Source: an optimization exercise on an open RTL-to-GDS flow (aim: small area, a short achievable clock period and few clock cycles per item). Production flows keep margins and buffers that such runs may drop. Only simulation tests tie the RTL to the original design; equivalence was not proved. Power is estimated from default activity; no workload was simulated.

east:
## gcd_coprocessor
module gcd_coprocessor #( parameter W = 32, parameter P = 2 ) (
  input clk,
  input reset,
  input operands_val,
  input [W-1:0] operands_bits_A,
  input [W-1:0] operands_bits_B,
  output operands_rdy,
  output result_val,
  output [W-1:0] result_bits,
  input result_rdy
);
localparam KW = $clog2(W);
localparam S = 4;            
reg [W:0] a, b;              
reg [KW-1:0] k;
reg full;
reg bz;                      
wire az = (a == {(W+1){1'b0}});
wire kz = (k == {KW{1'b0}});
wire fin = az | bz;
wire done = full & fin & kz;
wire take = done & result_rdy;
wire load = operands_val & (~full | take);
wire step = full & ~fin;
wire restore = full & az & ~kz;
assign result_val = done;
assign result_bits = a[W-1:0] | b[W-1:0];
assign operands_rdy = ~full | take;
wire a_odd = a[0];
wire b_odd = b[0];
wire both_odd = a_odd & b_odd;
wire both_even = ~a_odd & ~b_odd;
wire [W:0] y = {(W+1){a_odd}} & ~b;
wire [W:0] r = a + y + {{W{1'b0}}, a_odd};
wire [S:0] r_lo = a[S:0] + y[S:0] + {{S{1'b0}}, a_odd};
wire swap = r[W] ^ a[W];
reg [S-1:0] sh;              
integer j;
reg found;
always @* begin
  sh = {S{1'b0}};
  found = 1'b0;
  if (both_even) begin
    sh[0] = 1'b1;
  end else begin
  ...
clock: 4.0 ns
lec_check: 0
cap_margin: 20
core_margin: 2
core_utilization: 65
cts_buf_list: sky130_fd_sc_hd__clkbuf_8
setup_slack_margin: 0.8
slew_margin: 20
standard.sh (not shown) runs the stock make flow with config.mk's settings and CLKGATE_MAP_FILE= SYNTH_SCRIPT=/design/flow/synth_recipe.tcl, a recipe that flattens the netlist after the stock synthesis.
==> flow/flow/run.sh <==
#!/bin/bash
# The standard layout (the standard.sh, all ORFS steps), with the port
# buffers that ORFS's buffer_ports adds made of sky130_fd_sc_hd__buf_1.
# Every port still gets its own buffer; the resizer may upsize them.
# make's full output goes to standard.log; ORFS's per-step logs are under
# orfs/logs/.
set -euo pipefail
export BUFFER_PORTS_ARGS="-buffer_cell sky130_fd_sc_hd__buf_1"
bash standard.sh > standard.log 2>&1
Testbench counts of east, summed over its fixed seeds: cycles 107,856, items 4,800.
Here is what was changed in the inputs of south compared with east.
Settings: SETUP_SLACK_MARGIN no longer set, was 0.8; CTS_BUF_LIST no longer set, was sky130_fd_sc_hd__clkbuf_8; CORE_UTILIZATION now 30, was 65.
==> flow/run.sh (new file) <==
#!/bin/bash
# synth_recipe.tcl (not shown) runs the flow's synth.tcl, then flattens the netlist and writes it again
# the make line also repeats each setting of config.mk as NAME=value (left out here)
make -C /OpenROAD-flow-scripts/flow DESIGN_CONFIG=/design/flow/config.mk WORK_HOME=/design/flow/orfs CLKGATE_MAP_FILE= SYNTH_SCRIPT=/design/flow/synth_recipe.tcl finish
removed: flow/flow/run.sh
removed: flow/standard.sh
[summary]
south: count of clock-buffer cells in the layout is 2 higher than what east reported. Maximum number of pins on one net before global-route repair: south vs east up 40. Sort east and south by met1 track demand over resource in global routing, descending, and east comes first. Non-clock buffer count (south over east): decrease, 23%. Setup slack in south is smaller than in east. south has critical path depth below what east had.

the reference run:
Another version of the RTL of gcd_coprocessor (not shown whole).
Size: about 73 flip-flops, roughly 100 I/O pins, ~0.0059 mm² of cells after synthesis.
export LEC_CHECK = 0
export CAP_MARGIN = 20
export CORE_MARGIN = 2
export CORE_UTILIZATION = 65
export CTS_BUF_LIST = sky130_fd_sc_hd__clkbuf_8
export SETUP_SLACK_MARGIN = 0.4
export SLEW_MARGIN = 20
create_clock -name core_clock -period 4.0 [get_ports {clk}]
==> flow/flow/run.sh <==
#!/bin/bash
# The standard layout (the standard.sh, all ORFS steps), with the port
# buffers that ORFS's buffer_ports adds made of sky130_fd_sc_hd__buf_1.
# Every port still gets its own buffer; the resizer may upsize them.
# make's full output goes to standard.log; ORFS's per-step logs are under
# orfs/logs/.
set -euo pipefail
export BUFFER_PORTS_ARGS="-buffer_cell sky130_fd_sc_hd__buf_1"
bash standard.sh > standard.log 2>&1
The reference run did not stop at any stage, and its layout met the timing, design-rule and antenna checks.
Testbench counts of the reference run, summed over its fixed seeds: cycles 107,856, items 4,800.
Inputs modified between the reference run and the trial run:
- removing SETUP_SLACK_MARGIN (formerly 0.4)
### Flow results
- For worst hold margin, the trial run and the reference run come out practically identical.
- On switching part of the total power, the trial run tracks the reference run almost exactly.
- The reference run → the trial run: clock network fraction of total power picked up an extra 0.2 points, design internal power went down, slack of the critical path -0.27 ns, net switching power moved down.
- In the tables for the trial run and the reference run, number of vias in the routed layout reads higher with the reference run.
- The reference run -> the trial run: count of inverters not on the clock network in the layout delta 0, exact match

[re-timing with driven ports]
How much do the figures lean on ideal ports? The routed layouts below were timed once more, with nothing changed but the port constraints. Step 1, drivers: a clkbuf_16 drives clk and a buf_2 each remaining input, both assumed. Step 2 moves the port delays by t, midway between the first and last clock arrival at a register: inputs arrive t later, outputs are due t later. That takes back most of the time a late clock gives input paths. Three values: no drivers, after step 1, after step 2; two values: the first two.
| run | t (ns) | setup slack, ns | cell pins on the clock port's net |
|---|---|---|---|
| east | 0.425 | 0.718 / 0.718 / 0.718 | 1 |
| south | 0.395 | 0.238 / 0.195 / 0.435 | 1 |
| the reference run | 0.390 | 0.535 / 0.535 / 0.535 | 1 |
| the trial run | 0.396 | 0.264 / 0.264 / 0.264 | 1 |
After both steps every run listed still meets setup and hold.
